This is an optimization exercise on Yosys and OpenROAD, whose aim is a short achievable clock period and few clock cycles, not a production implementation. Function was not checked in any run shown here: the RTL went through the layout flow alone. Power is estimated from default activity; no workload was simulated.

### flow/run.sh
#!/bin/bash
# synth_recipe.tcl (not shown) runs the flow's synth.tcl, then flattens the netlist and writes it again
# the make line also repeats each setting of config.mk as NAME=value (left out here)
make -C /OpenROAD-flow-scripts/flow DESIGN_CONFIG=/design/flow/config.mk WORK_HOME=/design/flow/orfs CLKGATE_MAP_FILE= SYNTH_SCRIPT=/design/flow/synth_recipe.tcl finish
### flow/config.mk
export PLATFORM = sky130hd
export DESIGN_NAME = proc
export DESIGN_NICKNAME = proc
export VERILOG_FILES = /design/flow/design.v
export SDC_FILE = /design/flow/constraint.sdc
export NUM_CORES = 4
export LEC_CHECK = 0
export ABC_CLOCK_PERIOD_IN_PS = 2500
export CAP_MARGIN = 20
export CORE_MARGIN = 2
export CORE_UTILIZATION = 40
export SETUP_SLACK_MARGIN = 5.0
export SLEW_MARGIN = 20
export SYNTH_HIERARCHICAL = 1
export TNS_END_PERCENT = 100
### flow/constraint.sdc
create_clock -name core_clock -period 8.0 [get_ports {clk}]
set_input_delay 1.6000 -clock core_clock [delete_from_list [all_inputs] [get_ports {clk}]]
set_output_delay 1.6000 -clock core_clock [all_outputs]
set_load 0.01 [all_outputs]
### flow/design.v
module dff (q, d, clk, rst);
    output         q;
    input          d;
    input          clk;
    input          rst;
    reg            state;
    assign q = state;
    always @(posedge clk) begin
      state <= rst? 1'b0 : d;
    end
endmodule
module not1 (in1,out);
input in1;
output out;
assign out = ~in1;
endmodule
module nand2 (in1,in2,out);
input in1,in2;
output out;
assign out = ~(in1 & in2);
endmodule
module mux2_1(InA,InB,S,Out);
   input InA,InB,S;
   output Out;
   wire   a1,a2,n1;
   not1 n5(S,n1);
   nand2 n4(InA,n1,a1);
   nand2 n2(InB,S,a2);
   nand2 n3(a1,a2,Out);
endmodule
module register (q, d, clk, rst, we);
   parameter WIDTHreg = 16;
   input [WIDTHreg-1:0] d;
   input               clk, rst, we;
   output [WIDTHreg-1:0] q;
   wire [WIDTHreg-1:0]   enabledIn;
   mux2_1 mux[WIDTHreg-1:0] (.InA (q), .InB(d), .S({WIDTHreg{we}}), .Out(enabledIn));
   dff file[WIDTHreg-1:0] (.q(q), .d(enabledIn), .clk({WIDTHreg{clk}}), .rst({WIDTHreg{rst}}));
endmodule
module rf (
           read1data, read2data, err,
           clk, rst, read1regsel, read2regsel, writeregsel, writedata, write
           );
   parameter WIDTH = 16;
   input clk, rst;
   input [2:0] read1regsel;
   input [2:0] read2regsel;
   input [2:0] writeregsel;
   input [(WIDTH-1):0] writedata;
   input        write;
   output [(WIDTH-1):0] read1data;
   output [(WIDTH-1):0] read2data;
   output        err;
   wire [(WIDTH-1):0] readData0, readData1, readData2, readData3, readData4, readData5, readData6, readData7;
   wire [(WIDTH-1):0] writeData0, writeData1, writeData2, writeData3, writeData4, writeData5, writeData6, writeData7;
   reg [(WIDTH-1):0] outData1, outData2;
   assign read1data = outData1;
   assign read2data = outData2; 
   register my_regs0 (.d(writeData0), .q(readData0), .clk(clk), .rst(rst), .we(1'b1));
   register my_regs1 (.d(writeData1), .q(readData1), .clk(clk), .rst(rst), .we(1'b1));
   register my_regs2 (.d(writeData2), .q(readData2), .clk(clk), .rst(rst), .we(1'b1));
   register my_regs3 (.d(writeData3), .q(readData3), .clk(clk), .rst(rst), .we(1'b1));
   register my_regs4 (.d(writeData4), .q(readData4), .clk(clk), .rst(rst), .we(1'b1));
   register my_regs5 (.d(writeData5), .q(readData5), .clk(clk), .rst(rst), .we(1'b1));
   register my_regs6 (.d(writeData6), .q(readData6), .clk(clk), .rst(rst), .we(1'b1));
   register my_regs7 (.d(writeData7), .q(readData7), .clk(clk), .rst(rst), .we(1'b1));
   assign writeData0 = (write & (writeregsel == 3'b000)) ? writedata : readData0;
   assign writeData1 = (write & (writeregsel == 3'b001)) ? writedata : readData1;
   assign writeData2 = (write & (writeregsel == 3'b010)) ? writedata : readData2;
   assign writeData3 = (write & (writeregsel == 3'b011)) ? writedata : readData3;
   assign writeData4 = (write & (writeregsel == 3'b100)) ? writedata : readData4;
   assign writeData5 = (write & (writeregsel == 3'b101)) ? writedata : readData5;
   assign writeData6 = (write & (writeregsel == 3'b110)) ? writedata : readData6;
   assign writeData7 = (write & (writeregsel == 3'b111)) ? writedata : readData7; 
   always @ (read1regsel, readData0, readData1, readData2, readData3, readData4, readData5,
             readData6, readData7) begin
     case (read1regsel)
       3'b000: outData1 = readData0;
       3'b001: outData1 = readData1; 
       3'b010: outData1 = readData2;  	   
       3'b011: outData1 = readData3; 
       3'b100: outData1 = readData4;  
       3'b101: outData1 = readData5;
       3'b110: outData1 = readData6;
       3'b111: outData1 = readData7;
     endcase  
   end
   always @ (read2regsel, readData0, readData1, readData2, readData3, readData4, readData5,
             readData6, readData7) begin
     case (read2regsel)
       3'b000: outData2 = readData0;
       3'b001: outData2 = readData1; 
       3'b010: outData2 = readData2;  	   
       3'b011: outData2 = readData3; 
       3'b100: outData2 = readData4;  
       3'b101: outData2 = readData5;
       3'b110: outData2 = readData6;
       3'b111: outData2 = readData7;
     endcase  
   end
endmodule
module add1(
            A,
            B,
            CI,
            Sum,
            P,
            G
            );
   input A, B, CI;
   output Sum, G, P;
   assign Sum = A ^ B ^ CI;
   assign G   = A & B;
   assign P   = A | B;
endmodule  
module cla_logic(
                 CI,
                 P,
                 G,
                 C,
                 Ggroup,
                 Pgroup);
   input CI;
   input [3:0] P, G;
   output [4:1] C;
   output       Ggroup, Pgroup;
   assign C[1] = G[0] | P[0] & CI;
   assign C[2] = G[1] | P[1] & C[1];
   assign C[3] = G[2] | P[2] & C[2];
   assign C[4] = G[3] | P[3] & C[3];
   assign Ggroup = G[3] | P[3]&G[2] | P[3]&P[2]&G[1] | P[3]&P[2]&P[1]&G[0];
   assign Pgroup = P[3]&P[2]&P[1]&P[0];
endmodule  
module add4(
            A,                   
            B,                   
            CI,                  
            Sum,                 
            CO,                  
            Pgroup,              
            Ggroup               
            );
   input [3:0] A, B;
   input       CI;
   output [3:0] Sum;
   output       CO, Ggroup, Pgroup;
   wire [3:0]   G, P;
   wire [4:1]   C;
   add1 a0(A[0], B[0],   CI, Sum[0], P[0], G[0]);
   add1 a1(A[1], B[1], C[1], Sum[1], P[1], G[1]);
   add1 a2(A[2], B[2], C[2], Sum[2], P[2], G[2]);
   add1 a3(A[3], B[3], C[3], Sum[3], P[3], G[3]);   
   cla_logic clo (CI, P, G, C, Ggroup, Pgroup);
   assign CO = C[4];
endmodule  
module add16(
            A,                   
            B,                   
            CI,                  
            Sum,                 
            CO,                  
            Ggroup,              
            Pgroup               
            );
   input [15:0] A, B;
   input       CI;
   output [15:0] Sum;
   output       CO, Ggroup, Pgroup;
   wire [3:0]   G, P;
   wire [4:1]   C;
   wire [3:0]   COX;              
   add4 a0 (A[3:0],   B[3:0],     CI, Sum[3:0],   COX[0], P[0], G[0]);
   add4 a1 (A[7:4],   B[7:4],   C[1], Sum[7:4],   COX[1], P[1], G[1]);
   add4 a2 (A[11:8],  B[11:8],  C[2], Sum[11:8],  COX[2], P[2], G[2]);
   add4 a3 (A[15:12], B[15:12], C[3], Sum[15:12], COX[3], P[3], G[3]);   
   cla_logic clo (CI, P, G, C, Ggroup, Pgroup);
   assign CO = C[4];
endmodule  
module mux16_2_1(
                 in1,            
                 in2,            
                 s,              
                 out             
                 );
   input [15:0] in1, in2;
   input        s;
   output [15:0] out;
   assign out = s ? in2 : in1;
endmodule  
module shift1(
              in,                
              op,                
              out
              );
   input [15:0] in;
   input [1:0]  op;
   output reg [15:0] out;
   parameter OP_ROL = 0;             
   parameter OP_SLL = 1;             
   parameter OP_ROR = 2;             
   parameter OP_ASR = 3;             
   always @(*) begin
      case (op)
        OP_ROL: begin
           out[15:1] = in[14:0];
           out[0]    = in[15];
        end
        OP_SLL: begin
           out[15:1] = in[14:0];
           out[0]    = 0;
        end
        OP_ROR: begin
           out[14:0] = in[15:1];
           out[15]   = in[0];
        end
        OP_ASR: begin
           out[14:0] = in[15:1];
           out[15]   = in[15];
        end        
      endcase  
   end
endmodule  
module shift2(
              in,                
              op,                
              out
              );
   input [15:0] in;
   input [1:0]  op;
   output reg [15:0] out;
   parameter OP_ROL = 0;             
   parameter OP_SLL = 1;             
   parameter OP_ROR = 2;             
   parameter OP_ASR = 3;             
   always @(*) begin
      case (op)
        OP_ROL: begin
           out[15:2] = in[13:0];
           out[1:0]  = in[15:14];
        end
        OP_SLL: begin
           out[15:2] = in[13:0];
           out[1:0]  = 0;
        end
        OP_ROR: begin
           out[13:0]  = in[15:2];
           out[15:14] = in[1:0];
        end
        OP_ASR: begin
           out[13:0] = in[15:2];
           out[15]   = in[15];
           out[14]   = in[15];
        end        
      endcase  
   end
endmodule  
module shift4(
              in,                
              op,                
              out
              );
   input [15:0] in;
   input [1:0]  op;
   output reg [15:0] out;
   parameter OP_ROL = 0;             
   parameter OP_SLL = 1;             
   parameter OP_ROR = 2;             
   parameter OP_ASR = 3;             
   always @(*) begin
      case (op)
        OP_ROL: begin
           out[15:4] = in[11:0];
           out[3:0]  = in[15:12];
        end
        OP_SLL: begin
           out[15:4] = in[11:0];
           out[3:0]  = 0;
        end
        OP_ROR: begin
           out[11:0]  = in[15:4];
           out[15:12] = in[3:0];
        end
        OP_ASR: begin
           out[11:0] = in[15:4];
           out[15]   = in[15];
           out[14]   = in[15];
           out[13]   = in[15];
           out[12]   = in[15];
        end        
      endcase  
   end
endmodule  
module shift8(
              in,                
              op,                
              out
              );
   input [15:0] in;
   input [1:0]  op;
   output reg [15:0] out;
   parameter OP_ROL = 0;             
   parameter OP_SLL = 1;             
   parameter OP_ROR = 2;             
   parameter OP_ASR = 3;             
   always @(*) begin
      case (op)
        OP_ROL: begin
           out[15:8] = in[7:0];
           out[7:0]  = in[15:8];
        end
        OP_SLL: begin
           out[15:8] = in[7:0];
           out[7:0]  = 0;
        end
        OP_ROR: begin
           out[7:0]  = in[15:8];
           out[15:8] = in[7:0];
        end
        OP_ASR: begin
           out[7:0] = in[15:8];
           out[15]   = in[15];
           out[14]   = in[15];
           out[13]   = in[15];
           out[12]   = in[15];
           out[11]   = in[15];
           out[10]   = in[15];
           out[9]    = in[15];
           out[8]    = in[15];                                 
        end        
      endcase  
   end
endmodule  
module shift16(
               In,               
               Cnt,              
               Op,               
               Out               
               );
   input [15:0] In;
   input [3:0]  Cnt;
   input [1:0]  Op;
   output [15:0] Out;
   wire [15:0] l3, sl3,          
               l2, sl2,          
               l1, sl1,          
               l0, sl0;          
   shift8 s8 (l3, Op, sl3);
   shift4 s4 (l2, Op, sl2);
   shift2 s2 (l1, Op, sl1);
   shift1 s1 (l0, Op, sl0);
   assign l3 = In;
   mux16_2_1 m3 (l3, sl3, Cnt[3], l2);
   mux16_2_1 m2 (l2, sl2, Cnt[2], l1);
   mux16_2_1 m1 (l1, sl1, Cnt[1], l0);
   mux16_2_1 m0 (l0, sl0, Cnt[0], Out);   
endmodule  
module btr_calc(Rs, Rd);
input[15:0] Rs;
output[15:0] Rd;
assign Rd[15] = Rs[0];
assign Rd[14] = Rs[1];
assign Rd[13] = Rs[2];
assign Rd[12] = Rs[3];
assign Rd[11] = Rs[4];
assign Rd[10] = Rs[5];
assign Rd[9] = Rs[6];
assign Rd[8] = Rs[7];
assign Rd[7] = Rs[8];
assign Rd[6] = Rs[9];
assign Rd[5] = Rs[10];
assign Rd[4] = Rs[11];
assign Rd[3] = Rs[12];
assign Rd[2] = Rs[13];
assign Rd[1] = Rs[14];
assign Rd[0] = Rs[15];
endmodule
module ALU (
            A,                   
            B,                   
            Op,                  
            sign,                
            Out,                 
            OFL,                 
            Zero                 
            );
   input [15:0] A, B;
   input [4:0]  Op;
   input        sign;
   output reg [15:0] Out;
   output            OFL, Zero;
   parameter ADD   = 0;
   parameter SUB   = 1;
   parameter OR    = 2;
   parameter AND   = 3;
   parameter ROL   = 4;
   parameter SLL   = 5;
   parameter ROR   = 6;
   parameter SRA   = 7;
   parameter ST    = 8;
   parameter LD    = 9;
   parameter STU   = 10;
   parameter BTR   = 11;
   parameter SEQ   = 12;
   parameter SLT   = 13;
   parameter SLE   = 14;
   parameter SCO   = 15;
   parameter BEQZ  = 16;
   parameter BNEZ  = 17;
   parameter BLTZ  = 18;
   parameter LBI   = 19;
   parameter SLBI  = 20;
   parameter JINST = 21;
   parameter JAL   = 22;
   parameter JR    = 23;
   parameter JALR  = 24;
   parameter RET   = 25;
   parameter SIIC  = 26;
   parameter RTI   = 27;
   parameter NOP   = 28;
   parameter HALT  = 29;
   wire signed [15:0] opA;
   wire signed [15:0] opB;
   wire [15:0]        shifter_Out;
   reg [1:0]          shifter_op;
   wire [15:0]        add_Sum;
   wire               add_CO, add_P, add_G;
   wire [15:0]        btr_rd;              
   wire               OFL_signed, OFL_unsigned;
   shift16 shifter (opA, opB[3:0], shifter_op, shifter_Out); 
   add16   adder   (.A(opA),
                    .B(opB),
                    .CI(Cin),
                    .Sum(add_Sum), 
                    .CO(add_CO), 
                    .Ggroup(add_G),
                    .Pgroup(add_P));
   btr_calc btr(.Rs(opA), .Rd(btr_rd));
   wire               sub = (Op == SUB);
   assign opA = sub ? B     : A;
   assign opB = sub ? ~A    : B;
   assign Cin = sub ? 1'b1  : 1'b0;
   assign OFL_signed = ( opA[15] &  opB[15] & ~add_Sum[15]) |   
                       (~opA[15] & ~opB[15] &  add_Sum[15]);    
   assign OFL_unsigned = add_CO;
   assign OFL = sign ? OFL_signed : OFL_unsigned;
   assign Zero = (opA == 16'h0000) ? 1'b1 : 1'b0;		 
   always @ (Op, add_Sum, add_CO, shifter_Out, opA, opB, btr_rd) begin
      shifter_op = 2'b00;
      case (Op)
        ADD   : Out = add_Sum;
        SUB   : Out = add_Sum;
        ROR   : begin
	   shifter_op = 2'b10;
	   Out = shifter_Out;
	end	
        SRA   : begin
	   shifter_op = 2'b11;
	   Out = shifter_Out;
	end
	ROL   : begin
	   shifter_op = 2'b00;
	   Out = shifter_Out;
	end
	SLL   : begin
	   shifter_op = 2'b01;
	   Out = shifter_Out;
	end
	OR    : Out = opA | opB;
        AND   : Out = opA & opB;
	LD    : Out = add_Sum;
	ST    : Out = add_Sum; 
	STU   : Out = add_Sum;
	BTR   : Out = btr_rd;
	SEQ   : Out = (opA == opB) ? 16'h0001 : 16'h0000;
	SLT   : Out = opA < opB;
	SLE   : Out = opA <= opB;
	BLTZ  : Out = (opA[15]) ? 16'hFFFF : 16'h0000;	 
	SCO   : Out = add_CO;
	LBI   : Out = opB;
	SLBI  : Out = {opA[7:0], 8'b0} | opB;
	JR    : Out = add_Sum;
	JALR  : Out = add_Sum;
	RET   : Out = opB;		 
	SIIC  : Out = 16'b0; 	 
        RTI   : Out = 16'b0;		 
	NOP   : Out = 16'b0;		 
	HALT  : Out = 16'b0;		 
        default:
          Out = 16'hbada;
      endcase
   end
endmodule  
module alu_op_decode (instr, alu_op);
input [15:0] instr;
output [4:0] alu_op;
parameter ADD   = 0;
parameter SUB   = 1;
parameter OR    = 2;
parameter AND   = 3;
parameter ROL   = 4;
parameter SLL   = 5;
parameter ROR   = 6;
parameter SRA   = 7;
parameter ST    = 8;
parameter LD    = 9;
parameter STU   = 10;
parameter BTR   = 11;
parameter SEQ   = 12;
parameter SLT   = 13;
parameter SLE   = 14;
parameter SCO   = 15;
parameter BEQZ  = 16;
parameter BNEZ  = 17;
parameter BLTZ  = 18;
parameter LBI   = 19;
parameter SLBI  = 20;
parameter JINST = 21;
parameter JAL   = 22;
parameter JR    = 23;
parameter JALR  = 24;
parameter RET   = 25;
parameter SIIC  = 26;
parameter RTI   = 27;
parameter NOP   = 28;
parameter HALT  = 29;
reg [4:0] op;
wire [6:0] instr_op;
assign instr_op = {instr[15:11], instr[1:0]};
assign alu_op = op;
always @ (*) begin
	casex (instr_op)
	7'b1101100 : op = ADD;
	7'b1101101 : op = SUB;
	7'b1101110 : op = OR;
	7'b1101111 : op = AND;
	7'b1101000 : op = ROL;
	7'b1101001 : op = SLL;
	7'b1101010 : op = ROR;
	7'b1101011 : op = SRA;
	7'b00000xx : op = HALT;
	7'b00001xx : op = NOP;
	7'b01000xx : op = ADD;
	7'b01001xx : op = SUB;
	7'b01010xx : op = OR;
	7'b01011xx : op = AND;
	7'b10100xx : op = ROL;
	7'b10101xx : op = SLL;
	7'b10110xx : op = ROR;
	7'b10111xx : op = SRA;
	7'b10000xx : op = ST;
	7'b10001xx : op = LD;
	7'b10011xx : op = STU;
	7'b11001xx : op = BTR;
	7'b11100xx : op = SEQ;
	7'b11101xx : op = SLT;
	7'b11110xx : op = SLE;
	7'b11111xx : op = SCO;
	7'b01100xx : op = BEQZ;
	7'b01101xx : op = BNEZ;
	7'b01111xx : op = BLTZ;
	7'b11000xx : op = LBI;
	7'b10010xx : op = SLBI;
	7'b00100xx : op = JINST;
	7'b00101xx : op = JR;
	7'b00110xx : op = JAL;
	7'b00111xx : op = JALR;
	7'b01110xx : op = RET;
	7'b00010xx : op = SIIC;
	7'b00011xx : op = RTI;
	default	  : op = 5'b11111;
	endcase
end
endmodule
module alu_operand_decode (instr, rsVal, rtVal, opA, opB);
   input [15:0] instr;
   input [15:0] rsVal;
   input [15:0] rtVal;
   output [15:0] opA;
   output [15:0] opB;
   reg [15:0]    opBVal;
   wire [6:0]    op;
   assign opA = rsVal;
   assign opB = opBVal;
   assign op = {instr[15:11], instr[1:0]};
   always @ (*) begin
      casex (op)
	7'b1101100 :  
	  opBVal = rtVal;
	7'b1101101 :  
	  opBVal = rtVal;
	7'b1101110 :  
	  opBVal = rtVal;
	7'b1101111 :  
	  opBVal = rtVal;
	7'b1101000 :  
	  opBVal = rtVal;
	7'b1101001 :  
	  opBVal = rtVal;
	7'b1101010 :  
	  opBVal = rtVal;
	7'b1101011 :  
	  opBVal = rtVal;
	7'b00000xx :  
	  opBVal = 16'b0;	 
	7'b00001xx :  
	  opBVal = 16'b0;	 
	7'b01000xx :  
	  opBVal = {{11{instr[4]}}, instr[4:0]};  
	7'b01001xx :  
	  opBVal = {{11{instr[4]}}, instr[4:0]};  
	7'b01010xx :  
	  opBVal = {11'b0, instr[4:0]};		 
	7'b01011xx :  
	  opBVal = {11'b0, instr[4:0]};		 
	7'b10100xx :  
	  opBVal = {11'b0, instr[4:0]};		 
	7'b10101xx :  
	  opBVal = {11'b0, instr[4:0]};		 
	7'b10110xx :  
	  opBVal = {11'b0, instr[4:0]};		 
	7'b10111xx :  
	  opBVal = {11'b0, instr[4:0]};		 
	7'b10000xx :  
	  opBVal = {{11{instr[4]}}, instr[4:0]};  
	7'b10001xx :  
	  opBVal = {{11{instr[4]}}, instr[4:0]};  
	7'b10011xx :  
	  opBVal = {{11{instr[4]}}, instr[4:0]};  
	7'b11001xx :  
	  opBVal = 16'b1;	 
	7'b11100xx :  
	  opBVal = rtVal;
	7'b11101xx :  
	  opBVal = rtVal;
	7'b11110xx :  
	  opBVal = rtVal;
	7'b11111xx :  
	  opBVal = rtVal;
	7'b01100xx :  
	  opBVal = {{8{instr[7]}}, instr[7:0]};		 
	7'b01101xx :  
	  opBVal = {{8{instr[7]}}, instr[7:0]};		 
	7'b01111xx :  
	  opBVal = {{8{instr[7]}}, instr[7:0]};		 
	7'b11000xx :  
	  opBVal = {{8{instr[7]}}, instr[7:0]};		 
	7'b10010xx :  
	  opBVal = {8'b0, instr[7:0]};					 
	7'b00100xx :  
	  opBVal = {{5{instr[10]}}, instr[10:0]};	 
	7'b00101xx :  
	  opBVal = {{8{instr[7]}}, instr[7:0]};		 
	7'b00110xx :  
	  opBVal = {{5{instr[10]}}, instr [10:0]};  
	7'b00111xx :  
	  opBVal = {{8{instr[7]}}, instr[7:0]};		 
	7'b01110xx :  
	  opBVal = rtVal;
	7'b00010xx :  
	  opBVal = 16'b0;   
	7'b00011xx :  
	  opBVal = 16'b0;   
	default	  : opBVal = 16'b1;	
      endcase
   end
endmodule
module alu_destination_decode (instr, rd, we_reg);
   input [15:0] instr;
   output reg [2:0] rd;
   output reg       we_reg;
   wire [2:0]       rd_imm, rd_reg, rd_ld_imm;
   assign rd_imm = instr[7:5];
   assign rd_reg = instr[4:2];
   assign rd_ld_imm = instr[10:8];
   wire [6:0]       op;
   assign op = {instr[15:11], instr[1:0]};
   always @ (*) begin
      casex (op)
	7'b1101100 : begin  
	   rd = rd_reg;
	   we_reg = 1'b1;
	end
	7'b1101101 : begin  
	   rd = rd_reg;
	   we_reg = 1'b1;
	end
	7'b1101110 : begin  
	   rd = rd_reg;
	   we_reg = 1'b1;
	end
	7'b1101111 : begin 
	   rd = rd_reg;
	   we_reg = 1'b1;
	end
	7'b1101000 : begin  
	   rd = rd_reg;
	   we_reg = 1'b1;
	end
	7'b1101001 : begin  
	   rd = rd_reg;
	   we_reg = 1'b1;
        end
	7'b1101010 : begin  
	   rd = rd_reg;
	   we_reg = 1'b1;
	end
	7'b1101011 : begin 
	   rd = rd_reg;
	   we_reg = 1'b1;
        end
	7'b11100xx : begin  
	   rd = rd_reg;
	   we_reg = 1'b1;
        end
	7'b11101xx : begin 
	   rd = rd_reg;
	   we_reg = 1'b1;
        end
	7'b11110xx : begin 
	   rd = rd_reg;
           we_reg = 1'b1;
	end
	7'b11111xx : begin  
	   rd = rd_reg;
	   we_reg = 1'b1;
        end
	7'b11001xx : begin  
	   rd = rd_reg;
           we_reg = 1'b1;
	end
	7'b01000xx : begin  
	   rd = rd_imm;
	   we_reg = 1'b1;
        end
	7'b01001xx : begin 
	   rd = rd_imm;
           we_reg = 1'b1;
        end
	7'b01010xx : begin 
	   rd = rd_imm;
	   we_reg = 1'b1;
        end
	7'b01011xx : begin  
	   rd = rd_imm;
           we_reg = 1'b1;
        end
	7'b10100xx : begin  
	   rd = rd_imm;
           we_reg = 1'b1;
        end
	7'b10101xx : begin  
	   rd = rd_imm;
           we_reg = 1'b1;
        end
	7'b10110xx : begin  
	   rd = rd_imm;
           we_reg = 1'b1;
	end
	7'b10111xx : begin  
	   rd = rd_imm;
 	   we_reg = 1'b1;
        end
	7'b10001xx : begin  
	   rd = rd_imm;
	   we_reg = 1'b1;
        end
	7'b11000xx : begin  
	   rd = rd_ld_imm;
	   we_reg = 1'b1;
	end
	7'b10010xx : begin 
	   rd = rd_ld_imm;
	   we_reg = 1'b1;
	end
	7'b00110xx : begin  
	   rd = 3'd7;
	   we_reg = 1'b1;
	end
	7'b00111xx : begin  
	   rd = 3'd7;
	   we_reg = 1'b1;
	end
  	7'b10011xx : begin  
	   rd = rd_ld_imm;
	   we_reg = 1'b1;
	end
	7'b10000xx : begin  
           rd = 3'd0;
           we_reg = 1'b0;
        end
	7'b01100xx : begin  
           rd = 3'd0;
	   we_reg = 1'b0;
        end
	7'b01101xx : begin  
           rd = 3'd0;
	   we_reg = 1'b0;
        end
	7'b01111xx : begin  
           rd = 3'd0;
	   we_reg = 1'b0;
        end
	7'b00100xx : begin  
           rd = 3'd0;
	   we_reg = 1'b0;
        end
	7'b00101xx : begin  
           rd = 3'd0;
	   we_reg = 1'b0;
        end
	7'b01110xx : begin  
           rd = 3'd0;
	   we_reg = 1'b0;
        end
	7'b00010xx : begin  
           rd = 3'd0;
	   we_reg = 1'b0;
        end
	7'b00011xx : begin  
           rd = 3'd0;
	   we_reg = 1'b0;
        end
	7'b00000xx : begin  
           rd = 3'd0;
	   we_reg = 1'b0;
        end
	7'b00001xx : begin  
           rd = 3'd0;
	   we_reg = 1'b0;
        end
	default	  : begin
           rd = 3'd0;
           we_reg = 1'b0;
        end
      endcase
   end
endmodule
module branch_logic (op, zero, top_alu, bt);
   input [4:0] op;
   input       zero;
   input       top_alu;
   output reg  bt;
   parameter BEQZ = 5'b01100;
   parameter BNEZ = 5'b01101;
   parameter BLTZ = 5'b01111;
   parameter JUMP = 5'b00100;
   parameter JR   = 5'b00101;
   parameter JAL  = 5'b00110;
   parameter JALR = 5'b00111;
   parameter RET  = 5'b01110;
   always@(*) begin
      case (op)
	BEQZ : bt = (zero == 1'b1) ? 1'b1 : 1'b0;
	BNEZ : bt = (zero == 1'b1) ? 1'b0 : 1'b1;
	BLTZ : bt = (zero == 1'b0 && top_alu == 1'b1) ? 1'b1 : 1'b0;
        JUMP : bt = 1;
        JR   : bt = 1;
        JAL  : bt = 1;
        JALR : bt = 1;
        RET  : bt = 1;
        default : bt = 0;
      endcase
   end
endmodule
module brj_addr_calc (instr, next_pc, dest_addr);
   input [15:0] instr;
   input [15:0] next_pc;
   output [15:0] dest_addr;
   wire [4:0]    op;
   wire          co, G, P;
   reg [15:0]    sextVal;
   assign op = instr[15:11];
   add16 add (.A(sextVal), .B(next_pc), .CI(1'b0), .Sum(dest_addr), .CO(co), .Ggroup(G), .Pgroup (P));
   always @ (*) begin
      case (op)
	5'b01100 : begin   
	   sextVal = {{8{instr[7]}}, instr[7:0]};		
	end
	5'b01101 : begin   
	   sextVal = {{8{instr[7]}}, instr[7:0]}; 
	end
	5'b01111 : begin	 
	   sextVal = {{8{instr[7]}}, instr[7:0]};
	end
	5'b00100 : begin	 
	   sextVal = {{5{instr[10]}}, instr[10:0]};
	end
	5'b00110 : begin   
	   sextVal = {{5{instr[10]}}, instr[10:0]};
	end
	default :  begin
	   sextVal = 16'b0;
	end			
      endcase
   end
endmodule
module next_pc_addr (instr, pc_inc, alu_out, brj_dest, bt, stall, next_pc, pc);
   input [15:0] instr;
   input [15:0] pc_inc;
   input [15:0] pc;
   input [15:0] alu_out;
   input [15:0] brj_dest;
   input        bt;
   input        stall;
   output [15:0] next_pc;
   wire [4:0]        op;
   reg [15:0] br_pc;
   assign op = instr[15:11];
   assign next_pc = (stall & ~bt) ? pc : br_pc; 
   always @ (*) begin
         case (op)
	   5'b01100 : begin	 
	      br_pc = (bt == 1'b1) ? brj_dest : pc_inc;
	   end
	   5'b01101 : begin   
	      br_pc = (bt == 1'b1) ? brj_dest : pc_inc;
	   end
	   5'b01111 : begin   
	      br_pc = (bt == 1'b1) ? brj_dest : pc_inc;
	   end
	   5'b00100 : begin   
	      br_pc = brj_dest;	
	   end
	   5'b00101 : begin   
	      br_pc = alu_out;
	   end
	   5'b00110 : begin   
	      br_pc = brj_dest;
	   end
	   5'b00111 : begin   
	      br_pc = alu_out;
	   end
	   5'b01110 : begin   
	      br_pc = alu_out;
	   end
	   5'b00011 : begin   
	      br_pc = alu_out;
	   end
	   default : begin
	      br_pc = pc_inc;
	   end
         endcase  
   end
endmodule
module mem_decode_logic (instr, e_mem, wr_mem, halt);
   input [15:0] instr;
   output reg   halt;		 
   output reg   e_mem;
   output reg   wr_mem;
   wire [6:0]   op;
   assign op = {instr[15:11], instr[1:0]};
   always @ (*) begin
      casex (op)
	7'b10001xx : begin  
	   wr_mem = 1'b0;
	   e_mem = 1'b1;
	   halt = 1'b0;
        end
	7'b10011xx : begin 
	   wr_mem = 1'b1;
	   e_mem = 1'b1;
	   halt = 1'b0;
	end
	7'b10000xx : begin  
	   wr_mem = 1'b1;
           e_mem = 1'b1;
	   halt = 1'b0;
	end 
	7'b00000xx : begin  
	   wr_mem = 1'b0;
	   e_mem = 1'b0;
	   halt = 1'b1;
        end      
	default	  : begin
	   e_mem = 1'b0;
	   wr_mem = 1'b0;
	   halt = 1'b0;
        end
      endcase
   end
endmodule
module dest_data_decode (instr, next_pc, alu_out, mem_out, rdata);
   input [15:0] instr;
   input [15:0] next_pc;
   input [15:0] alu_out;
   input [15:0] mem_out;
   output reg [15:0] rdata;
   wire [6:0]        op; 
   assign op = {instr[15:11], instr[1:0]};
   always @ (*) begin
      casex (op)
	7'b1101100 :  
	  rdata = alu_out;
	7'b1101101 :  
	  rdata = alu_out;
	7'b1101110 :  
	  rdata = alu_out;
	7'b1101111 :  
	  rdata = alu_out;
	7'b1101000 :  
	  rdata = alu_out;
	7'b1101001 :  
	  rdata = alu_out;
	7'b1101010 :  
	  rdata = alu_out;
	7'b1101011 :  
	  rdata = alu_out;
	7'b11100xx :  
	  rdata = alu_out;
	7'b11101xx :  
	  rdata = alu_out;
	7'b11110xx :  
	  rdata = alu_out;
	7'b11111xx :  
	  rdata = alu_out;
	7'b11001xx :  
	  rdata = alu_out;
	7'b01000xx :  
	  rdata = alu_out;
	7'b01001xx :  
	  rdata = alu_out;
	7'b01010xx :  
	  rdata = alu_out;
	7'b01011xx :  
	  rdata = alu_out;
	7'b10100xx :  
	  rdata = alu_out;
	7'b10101xx :  
	  rdata = alu_out;
	7'b10110xx :  
	  rdata = alu_out;
	7'b10111xx :  
	  rdata = alu_out;
	7'b10001xx :  
	  rdata = mem_out;
	7'b11000xx :  
	  rdata = alu_out;
	7'b10010xx :  
	  rdata = alu_out;
	7'b00110xx :  
	  rdata = next_pc;
	7'b00111xx :  
	  rdata = next_pc;
	7'b10011xx :  
	  rdata = alu_out;   
	default	  : rdata = 16'b0;
      endcase
   end
endmodule
module proc(
	    clk,
	    rst,
	    imem_rdata,
	    dmem_rdata,
	    imem_addr,
	    dmem_addr,
	    dmem_wdata,
	    dmem_en,
	    dmem_wr,
	    halt
	    );
   input clk;
   input rst;
   input [15:0] imem_rdata;
   input [15:0] dmem_rdata;
   output [15:0] imem_addr;
   output [15:0] dmem_addr;
   output [15:0] dmem_wdata;
   output        dmem_en;
   output        dmem_wr;
   output        halt;
   localparam OP_HALT = 5'b00000, OP_J = 5'b00100, OP_JR = 5'b00101, OP_JAL = 5'b00110,
              OP_JALR = 5'b00111, OP_ADDI = 5'b01000, OP_SUBI = 5'b01001, OP_ORI = 5'b01010,
              OP_ANDI = 5'b01011, OP_BEQZ = 5'b01100, OP_BNEZ = 5'b01101, OP_RET = 5'b01110,
              OP_BLTZ = 5'b01111, OP_ST = 5'b10000, OP_LD = 5'b10001, OP_SLBI = 5'b10010,
              OP_STU = 5'b10011, OP_LBI = 5'b11000, OP_BTR = 5'b11001, OP_SHR = 5'b11010,
              OP_ALR = 5'b11011, OP_SEQ = 5'b11100, OP_SLT = 5'b11101, OP_SLE = 5'b11110,
              OP_SCO = 5'b11111;
   reg [15:0] pc;
   reg [15:0] ras;            
   reg        ras_v;
   reg        d_v;
   reg [2:0]  d_rs, d_rt, d_dst;
   reg [7:0]  d_i8;
   reg [15:0] d_imm, d_pc2, d_tgt;
   reg        d_pt;           
   reg        d_wr, d_rrr, d_agu, d_ret, d_jr, d_ld, d_st, d_stu, d_lbi, d_slbi, d_call, d_halt;
   reg        d_beqz, d_bnez, d_bltz;
   reg        d_sum, d_sub, d_or, d_and, d_shl, d_shr, d_rot, d_btr, d_seq, d_slt, d_sle, d_sco;
   reg        x_wr, x_ld, x_en, x_we, x_halt, x_beqz, x_bnez, x_bltz, x_pt, x_ev;
   reg [2:0]  x_dst;
   reg [15:0] x_A, x_B, x_S, x_addr, x_early, x_ebyp, x_pc2, x_tgt;
   reg        x_sub;
   reg        x_s_sum, x_s_or, x_s_and, x_s_shl, x_s_shr, x_s_btr, x_s_seq, x_s_slt, x_s_sle,
              x_s_sco, x_s_slbi, x_s_early, x_rot;
   reg [15:0] rf [0:7];
   reg [15:0] d_rfa, d_rft;   
   reg        d_rfa_z;        
   reg        x_zok, x_ebyp_z, x_ebyp_n;  
   reg        fa_x, ft_x, fa_w, ft_w, f7_x;  
   reg        w_wr;           
   reg [2:0]  w_dst;
   reg [15:0] w_res;
   wire        stall, x_redir, d_redir;
   wire        d_go = d_v & ~stall & ~x_redir;
   wire        d_bres, d_bmis, d_jrr;
   wire [15:0] d_btgt;
   wire [15:0] x_rtgt, agu, x_res;
   wire [15:0] fi = imem_rdata;
   wire [4:0]  fop = fi[15:11];
   wire [15:0] pc2 = pc + 16'd2;
   wire [15:0] f_tt;          
   wire [8:0]  lo8;
   wire [11:0] lo11;
   wire [7:0]  h8p, h8m;
   wire [4:0]  h5p, h5m;
   wisc_addlo8  a8  (.a(pc2[7:0]),  .b(fi[7:0]),  .s(lo8));
   wisc_addlo11 a11 (.a(pc2[10:0]), .b(fi[10:0]), .s(lo11));
   wisc_incdec8 i8  (.a(pc2[15:8]),  .p(h8p), .m(h8m));
   wisc_incdec5 i5  (.a(pc2[15:11]), .p(h5p), .m(h5m));
   wisc_tsel tsel (.fi(fi), .lo8(lo8), .lo11(lo11), .h8(pc2[15:8]), .h8p(h8p), .h8m(h8m),
                   .h5(pc2[15:11]), .h5p(h5p), .h5m(h5m), .tgt(f_tt));
   wire        f_isj    = (fop == OP_J) | (fop == OP_JAL);
   wire        f_isbr   = (fop == OP_BEQZ) | (fop == OP_BNEZ) | (fop == OP_BLTZ);
   wire        f_isret  = (fop == OP_RET);
   wire        f_iscall = (fop == OP_JAL) | (fop == OP_JALR);
   wire        f_brt    = f_isbr & (fi[7] | (fop == OP_BNEZ));
   wire        f_take   = f_isj | f_brt;
   wire [15:0] f_seq    = (f_isret & ras_v) ? ras : pc2;
   wire        s_x = x_redir;
   wire        s_d = d_v & ~stall & ~x_redir & d_jrr;
   wire        s_b = d_v & ~stall & ~x_redir & d_bmis;
   wire        s_h = stall & ~x_redir;
   wire        s_n = ~x_redir & ~d_redir & ~stall;
   wire [15:0] pc_rest = ({16{s_x}} & x_rtgt) | ({16{s_b}} & d_btgt) | ({16{s_h}} & pc) |
                         ({16{s_n & ~f_take}} & f_seq);
   wire [15:0] pc_next;
   wisc_ao3 pcmux (.s1(s_n & f_take), .a(f_tt), .s2(s_d), .b(agu), .s3(~(s_n & f_take) & ~s_d), .c(pc_rest),
                   .y(pc_next));
   always @(posedge clk) begin
      if (rst)
        pc <= 16'd0;
      else
        pc <= pc_next;
   end
   always @(posedge clk) begin
      if (rst)
        ras_v <= 1'b0;
      else if (f_iscall) begin
         ras_v <= 1'b1;
         ras <= pc2;
      end
   end
   assign imem_addr = pc;
   wire f_alr  = (fop == OP_ALR);
   wire f_rfmt = (fop == OP_BTR) | (fop == OP_SHR) | f_alr | (fop[4:2] == 3'b111);
   wire f_ifmt = (fop[4:2] == 3'b010) | (fop[4:2] == 3'b101) | (fop == OP_LD);
   wire f_sfmt = (fop == OP_LBI) | (fop == OP_SLBI) | (fop == OP_STU);
   wire [2:0] f_dst = f_iscall ? 3'd7 : f_sfmt ? fi[10:8] : f_ifmt ? fi[7:5] : fi[4:2];
   wire f_shi  = (fop[4:2] == 3'b101);
   wire f_shr_r = (fop == OP_SHR);
   wire [1:0] f_shop = f_shr_r ? fi[1:0] : fop[1:0];
   reg  [15:0] f_imm;
   always @(*) begin
      case (fop)
        OP_ADDI, OP_SUBI, OP_ST, OP_LD, OP_STU: f_imm = {{11{fi[4]}}, fi[4:0]};
        OP_LBI, OP_JR, OP_JALR:                 f_imm = {{8{fi[7]}}, fi[7:0]};
        OP_SLBI:                                f_imm = {8'd0, fi[7:0]};
        default:                                f_imm = {11'd0, fi[4:0]};
      endcase
   end
   wire [2:0] n_rs = stall ? d_rs : fi[10:8];
   wire [2:0] n_rt = stall ? d_rt : fi[7:5];
   wire       n_xw = d_go & d_wr;
   always @(posedge clk) begin
      d_rfa <= rf[n_rs];
      d_rfa_z <= (rf[n_rs] == 16'd0);
      d_rft <= rf[n_rt];
      fa_x <= n_xw & (d_dst == n_rs);
      ft_x <= n_xw & (d_dst == n_rt);
      f7_x <= n_xw & (d_dst == 3'd7);
      fa_w <= x_wr & (x_dst == n_rs);
      ft_w <= x_wr & (x_dst == n_rt);
   end
   always @(posedge clk) begin
      if (rst | x_redir | d_redir)
        d_v <= 1'b0;
      else if (!stall)
        d_v <= 1'b1;
      if (!stall) begin
         d_rs   <= fi[10:8];
         d_rt   <= fi[7:5];
         d_i8   <= fi[7:0];
         d_dst  <= f_dst;
         d_imm  <= f_imm;
         d_pc2  <= pc2;
         d_tgt  <= f_isret ? ras : f_tt;
         d_pt   <= f_isret ? ras_v : f_brt;
         d_wr   <= f_rfmt | f_ifmt | f_sfmt | f_iscall;
         d_rrr  <= f_shr_r | f_alr | (fop[4:2] == 3'b111);
         d_agu  <= (fop == OP_LD) | (fop == OP_ST) | (fop == OP_STU) | (fop == OP_JR) | (fop == OP_JALR);
         d_ret  <= f_isret;
         d_jr   <= (fop == OP_JR) | (fop == OP_JALR);
         d_ld   <= (fop == OP_LD);
         d_st   <= (fop == OP_ST) | (fop == OP_STU);
         d_stu  <= (fop == OP_STU);
         d_lbi  <= (fop == OP_LBI);
         d_slbi <= (fop == OP_SLBI);
         d_call <= f_iscall;
         d_halt <= (fop == OP_HALT);
         d_beqz <= (fop == OP_BEQZ);
         d_bnez <= (fop == OP_BNEZ);
         d_bltz <= (fop == OP_BLTZ);
         d_sub  <= (fop == OP_SUBI) | (f_alr & (fi[1:0] == 2'b01));
         d_sum  <= (fop == OP_ADDI) | (fop == OP_SUBI) | (f_alr & ~fi[1]);
         d_or   <= (fop == OP_ORI) | (f_alr & (fi[1:0] == 2'b10));
         d_and  <= (fop == OP_ANDI) | (f_alr & (fi[1:0] == 2'b11));
         d_shl  <= (f_shi | f_shr_r) & ~f_shop[1];
         d_shr  <= (f_shi | f_shr_r) & f_shop[1];
         d_rot  <= ~f_shop[0];
         d_btr  <= (fop == OP_BTR);
         d_seq  <= (fop == OP_SEQ);
         d_slt  <= (fop == OP_SLT);
         d_sle  <= (fop == OP_SLE);
         d_sco  <= (fop == OP_SCO);
      end
   end
   wire        a_fx = fa_x;
   wire        t_fx = ft_x;
   wire [15:0] a_rf = fa_w ? w_res : d_rfa;
   wire [15:0] t_rf = ft_w ? w_res : d_rft;
   wire [15:0] a_val = a_fx ? x_res : a_rf;
   wire [15:0] t_val = t_fx ? x_res : t_rf;
   wire        b_fx = d_rrr & t_fx;
   wire [15:0] b_oth = d_rrr ? t_rf : d_imm;
   wire [15:0] base = a_fx ? x_ebyp : a_rf;
   wire        base_ok = ~a_fx | x_ev;
   wire [15:0] sum_b;
   wire [8:0]  ab_lo;
   wire [7:0]  ab_hp, ab_hm;
   wisc_addlo8  ab8 (.a(base[7:0]), .b(d_imm[7:0]), .s(ab_lo));
   wisc_incdec8 abi (.a(base[15:8]), .p(ab_hp), .m(ab_hm));
   wisc_hsel8   abs (.c(ab_lo[8]), .sg(d_imm[15]), .h(base[15:8]), .hp(ab_hp), .hm(ab_hm), .y(sum_b[15:8]));
   assign sum_b[7:0] = ab_lo[7:0];
   wire        r7_fx = f7_x;
   wire [15:0] r7 = r7_fx ? x_ebyp : rf[7];
   wire        r7_ok = ~r7_fx | x_ev;
   assign agu = d_ret ? r7 : sum_b;
   assign stall = d_v & ((d_agu & ~base_ok) | (d_ret & ~r7_ok));
   wire ret_hit = d_pt & (r7 == d_tgt);
   always @(posedge clk) begin
      if (rst | ~d_go) begin
         x_wr <= 1'b0; x_ld <= 1'b0; x_en <= 1'b0; x_we <= 1'b0; x_halt <= 1'b0;
         x_beqz <= 1'b0; x_bnez <= 1'b0; x_bltz <= 1'b0;
      end else begin
         x_wr <= d_wr; x_ld <= d_ld; x_en <= d_ld | d_st; x_we <= d_st; x_halt <= d_halt;
         x_beqz <= d_beqz & ~d_bres; x_bnez <= d_bnez & ~d_bres; x_bltz <= d_bltz & ~d_bres;
      end
      x_dst <= d_dst;
      x_A <= a_val;
      x_B <= b_fx ? x_res : b_oth;
      x_S <= t_val;
      x_addr <= sum_b;
      x_early <= d_stu ? sum_b : d_call ? d_pc2 : d_imm;
      x_ebyp <= d_stu ? sum_b : d_call ? d_pc2 : d_lbi ? d_imm : {base[7:0], d_i8};
      x_ev <= d_stu | d_call | d_lbi | (d_slbi & base_ok);
      x_zok <= d_call | d_lbi | (d_slbi & base_ok);
      x_ebyp_z <= d_call ? (d_pc2 == 16'd0) : d_lbi ? (d_imm == 16'd0) : ({base[7:0], d_i8} == 16'd0);
      x_ebyp_n <= d_call ? d_pc2[15] : d_lbi ? d_imm[15] : base[7];
      x_pc2 <= d_pc2;
      x_tgt <= d_tgt;
      x_pt <= d_pt;
      x_sub <= d_sub;
      x_s_sum <= d_sum | d_sco; x_s_or <= d_or; x_s_and <= d_and;
      x_s_shl <= d_shl; x_s_shr <= d_shr; x_rot <= d_rot;
      x_s_btr <= d_btr; x_s_seq <= d_seq; x_s_slt <= d_slt; x_s_sle <= d_sle;
      x_s_sco <= d_sco; x_s_slbi <= d_slbi; x_s_early <= d_stu | d_call | d_lbi;
   end
   wire [15:0] ax = x_A ^ {16{x_sub}};
   wire [16:0] s17 = {1'b0, x_B} + {1'b0, ax} + {16'd0, x_sub};
   wire [15:0] sum = s17[15:0];
   wire        c16 = s17[16];
   wire        ult = (x_A[14:0] < x_B[14:0]);
   wire        eq  = (x_A == x_B);
   wire        slt = (x_A[15] & ~x_B[15]) | (~(x_A[15] ^ x_B[15]) & ult);
   wire [3:0]  n = x_B[3:0];
   wire [15:0] l0 = n[0] ? {x_A[14:0], x_rot ? x_A[15]    : 1'b0}  : x_A;
   wire [15:0] l1 = n[1] ? {l0[13:0],  x_rot ? l0[15:14]  : 2'b0}  : l0;
   wire [15:0] l2 = n[2] ? {l1[11:0],  x_rot ? l1[15:12]  : 4'b0}  : l1;
   wire [15:0] l3 = n[3] ? {l2[7:0],   x_rot ? l2[15:8]   : 8'b0}  : l2;
   wire        sg = x_A[15];
   wire [15:0] r0 = n[0] ? {x_rot ? x_A[0]   : sg,       x_A[15:1]} : x_A;
   wire [15:0] r1 = n[1] ? {x_rot ? r0[1:0]  : {2{sg}},  r0[15:2]}  : r0;
   wire [15:0] r2 = n[2] ? {x_rot ? r1[3:0]  : {4{sg}},  r1[15:4]}  : r1;
   wire [15:0] r3 = n[3] ? {x_rot ? r2[7:0]  : {8{sg}},  r2[15:8]}  : r2;
   wire [15:0] btr;
   genvar gi;
   generate for (gi = 0; gi < 16; gi = gi + 1) begin : g_btr
      assign btr[gi] = x_A[15-gi];
   end endgenerate
   wire [15:0] sum_m = x_s_sco ? {15'd0, c16} : sum;
   assign x_res = ({16{x_s_sum}} & sum_m) | ({16{x_s_or}} & (x_A | x_B)) | ({16{x_s_and}} & (x_A & x_B)) |
                  ({16{x_s_shl}} & l3) | ({16{x_s_shr}} & r3) | ({16{x_s_btr}} & btr) |
                  ({16{x_s_slbi}} & {x_A[7:0], x_B[7:0]}) |
                  ({16{x_s_early}} & x_early) | ({16{x_ld}} & dmem_rdata) |
                  {15'd0, (x_s_seq & eq) | (x_s_slt & slt) | (x_s_sle & (slt | eq))};
   wire a_zero = (x_A == 16'd0);
   wire taken  = (x_beqz & a_zero) | (x_bnez & ~a_zero) | (x_bltz & x_A[15]);
   assign x_redir = (x_beqz | x_bnez | x_bltz) & (taken ^ x_pt);
   assign x_rtgt = taken ? x_tgt : x_pc2;
   always @(posedge clk) begin
      if (x_wr)
        rf[x_dst] <= x_res;
   end
   always @(posedge clk) begin
      if (rst)
        w_wr <= 1'b0;
      else
        w_wr <= x_wr;
      w_dst <= x_dst;
      w_res <= x_res;
   end
   wire        d_zero = a_fx ? x_ebyp_z : fa_w ? (w_res == 16'd0) : d_rfa_z;
   wire        d_neg  = a_fx ? x_ebyp_n : fa_w ? w_res[15] : d_rfa[15];
   wire        d_rok  = ~a_fx | x_zok;
   wire        d_isbr = d_beqz | d_bnez | d_bltz;
   wire        d_tk   = (d_beqz & d_zero) | (d_bnez & ~d_zero) | (d_bltz & d_neg);
   assign d_bres = d_isbr & d_rok;
   assign d_bmis = d_bres & (d_tk ^ d_pt);
   assign d_btgt = d_tk ? d_tgt : d_pc2;
   assign d_jrr  = d_jr | (d_ret & ~ret_hit);
   assign d_redir = d_v & ~stall & ~x_redir & (d_jrr | d_bmis);
   assign dmem_addr = x_addr;
   assign dmem_wdata = x_S;
   assign dmem_en = x_en;
   assign dmem_wr = x_we;
   assign halt = x_halt;
endmodule
module wisc_mux16 (s, a, b, y);
   input        s;
   input [15:0] a, b;
   output [15:0] y;
   assign y = s ? a : b;
endmodule
module wisc_addlo8 (a, b, s);
   input [7:0] a, b;
   output [8:0] s;
   assign s = {1'b0, a} + {1'b0, b};
endmodule
module wisc_addlo11 (a, b, s);
   input [10:0] a, b;
   output [11:0] s;
   assign s = {1'b0, a} + {1'b0, b};
endmodule
module wisc_incdec8 (a, p, m);
   input [7:0] a;
   output [7:0] p, m;
   assign p = a + 1'b1;
   assign m = a - 1'b1;
endmodule
module wisc_incdec5 (a, p, m);
   input [4:0] a;
   output [4:0] p, m;
   assign p = a + 1'b1;
   assign m = a - 1'b1;
endmodule
module wisc_tsel (fi, lo8, lo11, h8, h8p, h8m, h5, h5p, h5m, tgt);
   input [15:0] fi;
   input [8:0]  lo8;
   input [11:0] lo11;
   input [7:0]  h8, h8p, h8m;
   input [4:0]  h5, h5p, h5m;
   output [15:0] tgt;
   wire        isj = (fi[15:13] == 3'b001) & ~fi[11];
   wire [15:0] t8  = {(lo8[8] & ~fi[7]) ? h8p : (~lo8[8] & fi[7]) ? h8m : h8, lo8[7:0]};
   wire [15:0] t11 = {(lo11[11] & ~fi[10]) ? h5p : (~lo11[11] & fi[10]) ? h5m : h5, lo11[10:0]};
   assign tgt = isj ? t11 : t8;
endmodule
module wisc_ao3 (s1, a, s2, b, s3, c, y);
   input        s1, s2, s3;
   input [15:0] a, b, c;
   output [15:0] y;
   assign y = ({16{s1}} & a) | ({16{s2}} & b) | ({16{s3}} & c);
endmodule
module wisc_hsel8 (c, sg, h, hp, hm, y);
   input       c, sg;
   input [7:0] h, hp, hm;
   output [7:0] y;
   assign y = (c & ~sg) ? hp : (~c & sg) ? hm : h;
endmodule
==> out/results.txt, run 1 <==
Largest area contributor in the synthesized netlist -> edfxtp_1
Synth Flop Type -> dfxtp_1
Ranking of synthesized cells by area -> edfxtp_1 23%, dfxtp_1 16%, mux2i_1 7.6%
Seq pwr share -> 37.0%
Syn avg cell area -> 9.41 µm²
Hpwl dp -> 70,900 µm
Seq cells post-synth -> 450
WL final -> 111,000 µm
Number of I/O pins -> 85
Synth Instances -> 2,987
# port buffers -> 84
Gate power share -> 32.5%
Hold endpoint -> x_s_shr$_DFF_P_
Initial drt markers -> 3,245
Root buf cell -> clkbuf_16
Reg2Reg Setup Slack -> 4.60 ns
Slew headroom -> 27.1%
Area delta synth->final -> 29.6%
P_leak -> 14.4 nW
Peak supply drop -> 0.140 mV
Reg2reg start -> pc[6]$_SDFF_PP0_
DRC viols -> 0
Post-synth EDFFs -> 219
Critical path cell sequence -> nand4_1 -> buf_4 -> nor2_4 -> and3_4 -> xor2_2 -> buf_6 -> or4_4 -> nor4_4 -> xor2_1 -> mux2i_1 -> mux2i_1 -> mux2_4 -> a222oi_1 -> inv_1 -> nor2b_1
Post-DR vias/cell -> 6.19
Final Max Slew Viols -> 0
Buf/Inv on CP -> 3
Switching share of power -> 33.5%
Worst-Skew Late Latency -> 0.61 ns
Synth top area share -> 23.4%
Ys async rst share -> 0%
TritonCTS Sinks -> 450
Reg2Reg Depth -> 15
Max clock buf depth -> 3
Layout fillers -> 6,125
Int Power -> 5.31 mW
Critical Path Slowest Stage Cell -> or4_4
Syn Std Cell Area -> 0.0281 mm²
Fin. Hold Viols -> 0
Antenna Cells -> 0
Type of origin of the critical path -> register
DRT antenna net count -> 0
H-tree levels -> 2
Die height -> 269 µm
CTS tree -> yes
Max Cap Violations -> 0
Vias -> 25,900
Largest net degree at the start of global routing -> 78
Power Total -> 7.98 mW
FP Rows -> 97
Final #Nets -> 3,339
Seq/Total Area, Yosys -> 39.8%
Routed WL per cell -> 26.6 µm
CP dominant cell by count -> mux2i_1
Least-Margin Pin Slew -> 1.09 ns
Die Wd -> 269 µm
Netlist cell types -> 98
Clk pin slew, worst setup/hold paths -> 0.06 ns
CP Capture Type -> register
Syn_nets -> 3,122
Core area -> 0.0698 mm²
Layout cell share with drive strength beyond 1 -> 26.5%
Post-Place Cells -> 3,836
Hold path depth -> 0
Cts bufs inserted -> 51
Crit path max-delay family -> simple AND/OR/NAND/NOR gates
Power Density -> 219 mW/mm²
Net Sw Power -> 2.67 mW
Gr ovfl total -> 0
Finished Layout Cells -> 4,185
Total track usage -> 28.6%
Starting density of the core -> 40.3%
Worst Setup Path Type -> reg -> reg
Critical-path maximum fanout -> 4
Final setup vio count -> 0
Worst clock skew -> 0.0296 ns
RR Endpoint -> pc[15]$_SDFF_PP0_
DIE AREA -> 0.0724 mm²
RSZ-0062 raised after global routing -> yes
Worst hold start -> d_shr$_DFFE_PN_
Status -> no timing/DRC/antenna violations
Setup TNS -> 0 ns
Global-route wire length before repair -> 158,000 µm
CP max stage delay -> 0.54 ns
Worst min-delay path category -> reg -> reg
Yosys warnings -> 7
WP data arrival -> 3.88 ns
Clock period minus worst slack -> 3.40 ns
Initial antenna violation count -> 5
CP required -> 8.48 ns
Vias in the first global route -> 24,000
Pre-Repair DR Iteration Count -> 13
Max Freq -> 0.294 GHz
Clock share of power -> 30.5%
Gpl congestion -> 0.940
Final Cycle Share -> 42.5%
[routing by layer]
layer | global-route usage [%] | routed length [µm] | up-vias
li1 | - | - | 11400
met1 | 39.6 | 46200 | 12700
met2 | 44.2 | 50500 | 1531
met3 | 4.76 | 9940 | 260
met4 | 12.0 | 4840 | 2
met5 | 0 | 11 | -
[modules after synthesis (local to each module, per instance), a selection]
module,flops+latches,copies in the design,cell area [µm²]
wisc_addlo11,0,1,529
wisc_tsel,0,1,687
wisc_hsel8,0,1,277
wisc_addlo8,0,2,315
wisc_incdec5,0,1,134
proc,450,1,25100
wisc_ao3,0,1,248
[placed cells by master (no fill, tap or decap), types with 31 or more instances in the layout]
master	synthesis	layout
nand2_1	334	317
edfxtp_1	219	219
buf_4	9	203
dfxtp_1	231	192
mux2i_1	214	182
a21oi_1	206	176
nand2b_1	164	163
nor2_1	129	120
nand3_1	123	118
inv_1	131	117
a211oi_1	97	77
ha_1	97	66
a311oi_1	65	61
clkbuf_16	0	61
o21ai_0	84	59
xnor2_1	64	55
buf_6	7	52
nor2b_1	56	49
dlygate4sd2_1	0	46
mux4_2	35	35
xor2_1	48	34
buf_12	3	31
[layout make-up]
type | instances | area [µm²] | share of cell area [%]
Timing Repair Buffer | 387 | 4030 | 11.0
Sequential cell | 450 | 11300 | 31.1
Multi-Input combinational cell | 2170 | 17600 | 48.2
Tap cell | 940 | 1180 | 3.23
Timing Repair inverter | 6 | 45.0 | 0.124
Clock buffer | 81 | 1660 | 4.55
Inverter | 138 | 564 | 1.55
Clock inverter | 13 | 101 | 0.278
[worst max path at each step]
stage,cells past startpoint,startpoint,end,slack [ns]
CTS,13,imem_rdata[0],pc[12]$_SDFF_PP0_,4.64
finish,15,pc[6]$_SDFF_PP0_,pc[15]$_SDFF_PP0_,4.60
detailed placement,11,imem_rdata[1],pc[12]$_SDFF_PP0_,2.76
floorplan,12,imem_rdata[0],pc[11]$_SDFF_PP0_,4.31
global placement,11,imem_rdata[1],pc[14]$_SDFF_PP0_,2.87
global route,15,pc[6]$_SDFF_PP0_,pc[15]$_SDFF_PP0_,4.45
[metrics by stage]
step	setup WS [ns]	hold slack (ns)	utilization, %	instance area (µm²)
global route	4.45	0.345	52.2	36400
floorplan	4.31	0.323	-	28400
CTS	4.64	0.341	49.4	34500
detailed placement	2.76	0.328	42.7	29800
global placement	2.87	0.333	42.7	29800
finish	4.60	0.341	52.2	36400
[what timing repair did]
action | in CTS | in global routing
hold buffers | 0 | 0
pin swaps | 87 | 92
setup buffers | 105 | 124
setup endpoints to repair | 449 | 201
gates resized for setup | 513 | 204
hold endpoints to repair | 0 | 0
gates cloned | 19 | 6
[cell families (layout without fill, tap and decap cells)]
group,after synthesis,after routing,share of synthesized area [%]
muxes,299,299,12.5
buffers and inverters,370,625,5.56
adders and majority gates,101,101,4.60
and+or+nand+nor,934,936,16.5
xor gates and xnor gates,112,112,3.49
DFF,450,450,39.8
AOI/OAI and AO/OA,721,722,17.5
[Yosys cell counts (all sizes together), types with 17 or more instances]
cell and number:
a211oi 101, a21o 17, a21oi 209, a221oi 37, a222oi 17, a22oi 20
a311oi 65, a31oi 18, buf 65, clkbuf 167, dfxtp 231, edfxtp 219
ha 97, inv 137, mux2 49, mux2i 215, mux4 35, nand2 334
nand2b 164, nand3 123, nor2 132, nor2b 56, nor3 28, nor4 29
o211ai 21, o21ai 109, o31ai 18, xnor2 64, xor2 48
[power by group through the flow]
stage / sequential [mW] / clock, mW / combinational, mW
2_1_floorplan: 2.88 / 0 / 1.25
3_3_place_gp: 2.97 / 0 / 1.86
3_5_place_dp: 2.98 / 0 / 1.87
4_1_cts: 2.95 / 2.44 / 2.22
5_1_grt: 2.96 / 2.54 / 2.72
6_report: 2.95 / 2.43 / 2.60
[sequential cells by signal, indices dropped and copies added (netlist names), 4 cells and up]
register	flops
d_i8	8
d_imm	4
d_pc2	16
d_rfa	16
d_rft	16
d_tgt	16
pc	16
ras	16
rf	128
w_res	16
x_A	16
x_B	16
x_S	16
x_addr	16
x_early	11
x_ebyp	16
x_pc2	16
x_tgt	16
==> inputs of run 2 (changes only) <==
--- a/flow/design.v
+++ b/flow/design.v
@@ -1231,6 +1231,8 @@
    wire [15:0] t_rf = ft_w ? w_res : d_rft;
-   wire [15:0] a_val = a_fx ? x_res : a_rf;
-   wire [15:0] t_val = t_fx ? x_res : t_rf;
+   wire [15:0] a_val, t_val, b_val;
+   wisc_mux16 amux (.s(a_fx), .a(x_res), .b(a_rf), .y(a_val));
+   wisc_mux16 tmux (.s(t_fx), .a(x_res), .b(t_rf), .y(t_val));
    wire        b_fx = d_rrr & t_fx;
    wire [15:0] b_oth = d_rrr ? t_rf : d_imm;
+   wisc_mux16 bmux (.s(b_fx), .a(x_res), .b(b_oth), .y(b_val));
    wire [15:0] base = a_fx ? x_ebyp : a_rf;
@@ -1260,3 +1262,3 @@
       x_A <= a_val;
-      x_B <= b_fx ? x_res : b_oth;
+      x_B <= b_val;
       x_S <= t_val;
@@ -1273,3 +1275,3 @@
       x_sub <= d_sub;
-      x_s_sum <= d_sum | d_sco; x_s_or <= d_or; x_s_and <= d_and;
+      x_s_sum <= d_sum; x_s_or <= d_or; x_s_and <= d_and;
       x_s_shl <= d_shl; x_s_shr <= d_shr; x_rot <= d_rot;
@@ -1279,5 +1281,10 @@
    wire [15:0] ax = x_A ^ {16{x_sub}};
-   wire [16:0] s17 = {1'b0, x_B} + {1'b0, ax} + {16'd0, x_sub};
-   wire [15:0] sum = s17[15:0];
-   wire        c16 = s17[16];
+   wire [8:0]  xs_lo, xs_h0, xs_h1;
+   wisc_addc8 xal (.a(x_B[7:0]),  .b(ax[7:0]),  .ci(x_sub), .s(xs_lo));
+   wisc_addc8 xh0 (.a(x_B[15:8]), .b(ax[15:8]), .ci(1'b0),  .s(xs_h0));
+   wisc_addc8 xh1 (.a(x_B[15:8]), .b(ax[15:8]), .ci(1'b1),  .s(xs_h1));
+   wire [8:0]  xs_hi;
+   wisc_mux9  xhs (.s(xs_lo[8]), .a(xs_h1), .b(xs_h0), .y(xs_hi));
+   wire [15:0] sum = {xs_hi[7:0], xs_lo[7:0]};
+   wire        c16 = xs_hi[8];
    wire        ult = (x_A[14:0] < x_B[14:0]);
@@ -1300,4 +1307,3 @@
    end endgenerate
-   wire [15:0] sum_m = x_s_sco ? {15'd0, c16} : sum;
-   assign x_res = ({16{x_s_sum}} & sum_m) | ({16{x_s_or}} & (x_A | x_B)) | ({16{x_s_and}} & (x_A & x_B)) |
+   wire [15:0] x_oth = ({16{x_s_or}} & (x_A | x_B)) | ({16{x_s_and}} & (x_A & x_B)) |
                   ({16{x_s_shl}} & l3) | ({16{x_s_shr}} & r3) | ({16{x_s_btr}} & btr) |
@@ -1306,2 +1312,3 @@
                   {15'd0, (x_s_seq & eq) | (x_s_slt & slt) | (x_s_sle & (slt | eq))};
+   wisc_fin xfin (.s(x_s_sum), .a(sum), .sc(x_s_sco), .c(c16), .o(x_oth), .y(x_res));
    wire a_zero = (x_A == 16'd0);
@@ -1390 +1397,19 @@
 endmodule
+module wisc_addc8 (a, b, ci, s);
+   input [7:0] a, b;
+   input       ci;
+   output [8:0] s;
+   assign s = {1'b0, a} + {1'b0, b} + {8'd0, ci};
+endmodule
+module wisc_mux9 (s, a, b, y);
+   input       s;
+   input [8:0] a, b;
+   output [8:0] y;
+   assign y = s ? a : b;
+endmodule
+module wisc_fin (s, a, sc, c, o, y);
+   input        s, sc, c;
+   input [15:0] a, o;
+   output [15:0] y;
+   assign y = ({16{s}} & a) | {15'd0, sc & c} | o;
+endmodule
==> run 2 against run 1 <==
Compared with the run above: final area fell by 5.7%; via count fell by 9.0%; global-route usage fell by 1.1 points; worst setup slack got worse by 0.034 ns; clock power rose by 2%; maximum frequency fell by 0.99%; synthesized cell count fell by 8.0%; die area fell by 3.0%; utilization fell by 1.2 points; sequential power barely moved; sequential cell count did not move; critical path type unchanged; critical endpoint unchanged; largest cell class unchanged; highest routed layer unchanged.
==> out/results.txt, run 2 <==
Area delta synth->final -> 26.0%
Setup TNS -> 0 ns (unchanged)
Max Freq -> 0.291 GHz (-0.99%)
Met2 global-route usage -> 44.4% (+0.23 points)
Syn avg cell area -> 9.92 µm² (+5.4%)
Synth Instances -> 2,749 (-8.0%)
Final #Nets -> 3,082 (-7.7%)
Clock period minus worst slack -> 3.44 ns (+0.0339 ns)
Power Total -> 7.86 mW (-1.6%)
Met3 global-route usage -> 3.82% (-0.94 points)
Ys async rst share -> 0% (unchanged)
Netlist cell types -> 90 (-8.2%)
Ranking of synthesized cells by area -> edfxtp_1 24%, dfxtp_1 17%, mux2i_1 7.4%
Most used routing layer in global routing -> met2
M1 GR Usage -> 38.0% (-1.6 points)
Gpl congestion -> 0.962 (+2.3%)
Synth Flop Type -> dfxtp_1
Total track usage -> 27.5% (-1.1 points)
Most frequent cells after synthesis -> 316 x nand2_1, 231 x dfxtp_1, 219 x edfxtp_1
Root buf cell -> clkbuf_16
Largest register FFs -> 128 (unchanged)
Worst min-delay path category -> reg -> reg
DRC viols -> 0 (unchanged)
Routed WL per cell -> 26.4 µm (-1.0%)
Buf/Inv on CP -> 6 (+3)
Syn Std Cell Area -> 0.0273 mm² (-3.0%)
Die height -> 265 µm (-1.5%)
Largest net degree at the start of global routing -> 73 (-6.4%)
Type of origin of the critical path -> register
Seq/Total Area, Yosys -> 41.1% (+1.2 points)
Pre-Repair DR Iteration Count -> 9 (-4)
Final Core Density -> 51.0% (-1.2 points)
Yosys warnings -> 7 (unchanged)
Final worst slack -> 4.56 ns (-0.0339 ns)
Critical path cell sequence -> buf_12 -> buf_6 -> mux2_4 -> mux2i_4 -> inv_2 -> fa_2 -> a21oi_4 -> nor2b_4 -> a31oi_4 -> o21ai_4 -> buf_12 -> mux2i_2 -> buf_4 -> nor2_2 -> a21oi_1 -> a222oi_1 -> inv_1 -> nor2b_4
Hold-fix buffers, CTS -> 0 (unchanged)
Status -> no timing/DRC/antenna violations
Worst Setup Path Type -> reg -> reg
Power Density -> 229 mW/mm² (+4.4%)
Critical Path Slowest Stage Cell -> fa_2
H-tree levels -> 2 (unchanged)
Fin. Hold Viols -> 0 (unchanged)
Most flop-heavy register -> rf
DIE AREA -> 0.0703 mm² (-3.0%)
Most frequent cell after synthesis -> nand2_1
Die Wd -> 265 µm (-1.5%)
Final Cycle Share -> 43.0% (+0.42 points)
Crit path max-delay family -> compound AO/OA/AOI/OAI gates
Vias in the first global route -> 22,500 (-6.1%)
Global-route wire length before repair -> 147,000 µm (-7.2%)
Seq cells post-synth -> 450 (unchanged)
P_leak -> 13.9 nW (-3.2%)
Critical-path maximum fanout -> 8 (+4)
Gr ovfl total -> 0 (unchanged)
Post-synth EDFFs -> 219 (unchanged)
Worst clock skew -> 0.0434 ns (+0.0138 ns)
Initial antenna violation count -> 4 (-1)
CTS tree -> yes
Dpl ws -> 2.81 ns (+0.0495 ns)
WP data arrival -> 3.92 ns (+0.04 ns)
Most frequent cells in the layout -> 305 x nand2_1, 219 x edfxtp_1, 194 x dfxtp_1
# port buffers -> 84 (unchanged)
Most common cell after layout, fill and taps aside -> nand2_1
CP max stage delay -> 0.42 ns (-0.12 ns)
RSZ-0062 raised after global routing -> yes
Initial drt markers -> 3,112 (-4.1%)
CP required -> 8.48 ns (about the same)
Clk pin slew, worst setup/hold paths -> 0.06 ns (about the same)
Core area -> 0.0674 mm² (-3.4%)
Syn_nets -> 2,895 (-7.3%)
CP Capture Type -> register
## run 2: changes by cell type in the layout (fill, tap and decap cells not counted), sizes merged, moves of 25 or more
cell	before	now
mux2	49	169
nand2b	164	46
a21oi	209	98
a211oi	101	35
a311oi	65	0
buf	297	242
nor2	133	173
o21ai	109	146
inv	130	97
and2	16	42
mux4	35	10
## run 2: metal layers
layer / share of wire [%] / wire (µm) / vias to the layer above
met1: 42 / 42400 / 11600
met4: 4.1 / 4170 / 4
met3: 8.6 / 8720 / 259
met2: 45 / 46200 / 1316
li1: - / - / 10300
met5: 0.026 / 26 / -
## run 2: path summary, 6_finish.rpt
kind,startpoint,end,slack (ns),depth (start not counted)
worst max-delay path,fa_w$_DFF_P_,pc[15]$_SDFF_PP0_,4.56,18
worst min-delay path,d_or$_DFFE_PN_,x_s_or$_DFF_P_,0.34,0
worst min register to register,d_or$_DFFE_PN_,x_s_or$_DFF_P_,0.34,0
worst max register to register,fa_w$_DFF_P_,pc[15]$_SDFF_PP0_,4.56,18
## run 2: modules after synthesis, one instance, submodules excluded
module	copies in the design	flip-flops and latches	cells inside	cell area (µm²)
wisc_ao3	1	0	35	248
proc	1	450	2186	22300
wisc_incdec5	1	0	17	134
wisc_hsel8	1	0	27	277
wisc_mux16	3	0	18	249
wisc_addlo8	2	0	39	315
wisc_addlo11	1	0	68	529
wisc_fin	1	0	18	151
wisc_addc8	3	0	38	313
wisc_mux9	1	0	10	146
wisc_incdec8	2	0	38	262
wisc_tsel	1	0	66	687
## run 2: area by class of cell
type,count,area (µm²)
Antenna cell,1,2.50
Clock buffer,66,1380
Clock inverter,28,368
Fill cell,5874,33000
Inverter,97,407
Multi-Input combinational cell,2016,16500
Sequential cell,450,11300
Tap cell,873,1090
Timing Repair Buffer,318,3300
Timing Repair inverter,3,22.5
## run 2: through the flow
stage	hold WS, ns	instance area, µm²	instances
after floorplan	0.323	27600	2749
after global placement	0.330	28900	3571
after detailed placement	0.329	28900	3572
after CTS	0.346	32900	3766
after global routing	0.359	34400	3852
final	0.343	34400	3852
## run 2: where the power goes
part | internal, mW | switching [mW]
clock network | 1.45 | 1.02
logic | 1.13 | 1.31
registers | 2.69 | 0.249
## run 2: cells by family after synthesis
kind of cell / after synthesis / share of synthesized area [%]
simple gates: 858 / 15.1
compound gates: 540 / 13.8
flops: 450 / 41.1
mux: 379 / 15.8
buf+inv: 289 / 5.03
xor+xnor: 119 / 3.82
fa+ha+maj: 112 / 5.39
other cells: 2 / 0.0275
## run 2: repair_timing
item	4_1_cts	5_1_grt
gates resized for setup	426	188
gates cloned	11	7
pin swaps	51	64
buffers inserted	89	77
endpoints found under the setup margin	407	196

Re-timed with assumed drivers on the ports (clkbuf_16 on the clock, buf_2 on other inputs), run 2 has 4.563 ns of setup slack against 4.563 ns with ideal ports, and 3.977 ns once port delays also move by the mid clock arrival of 0.663 ns.
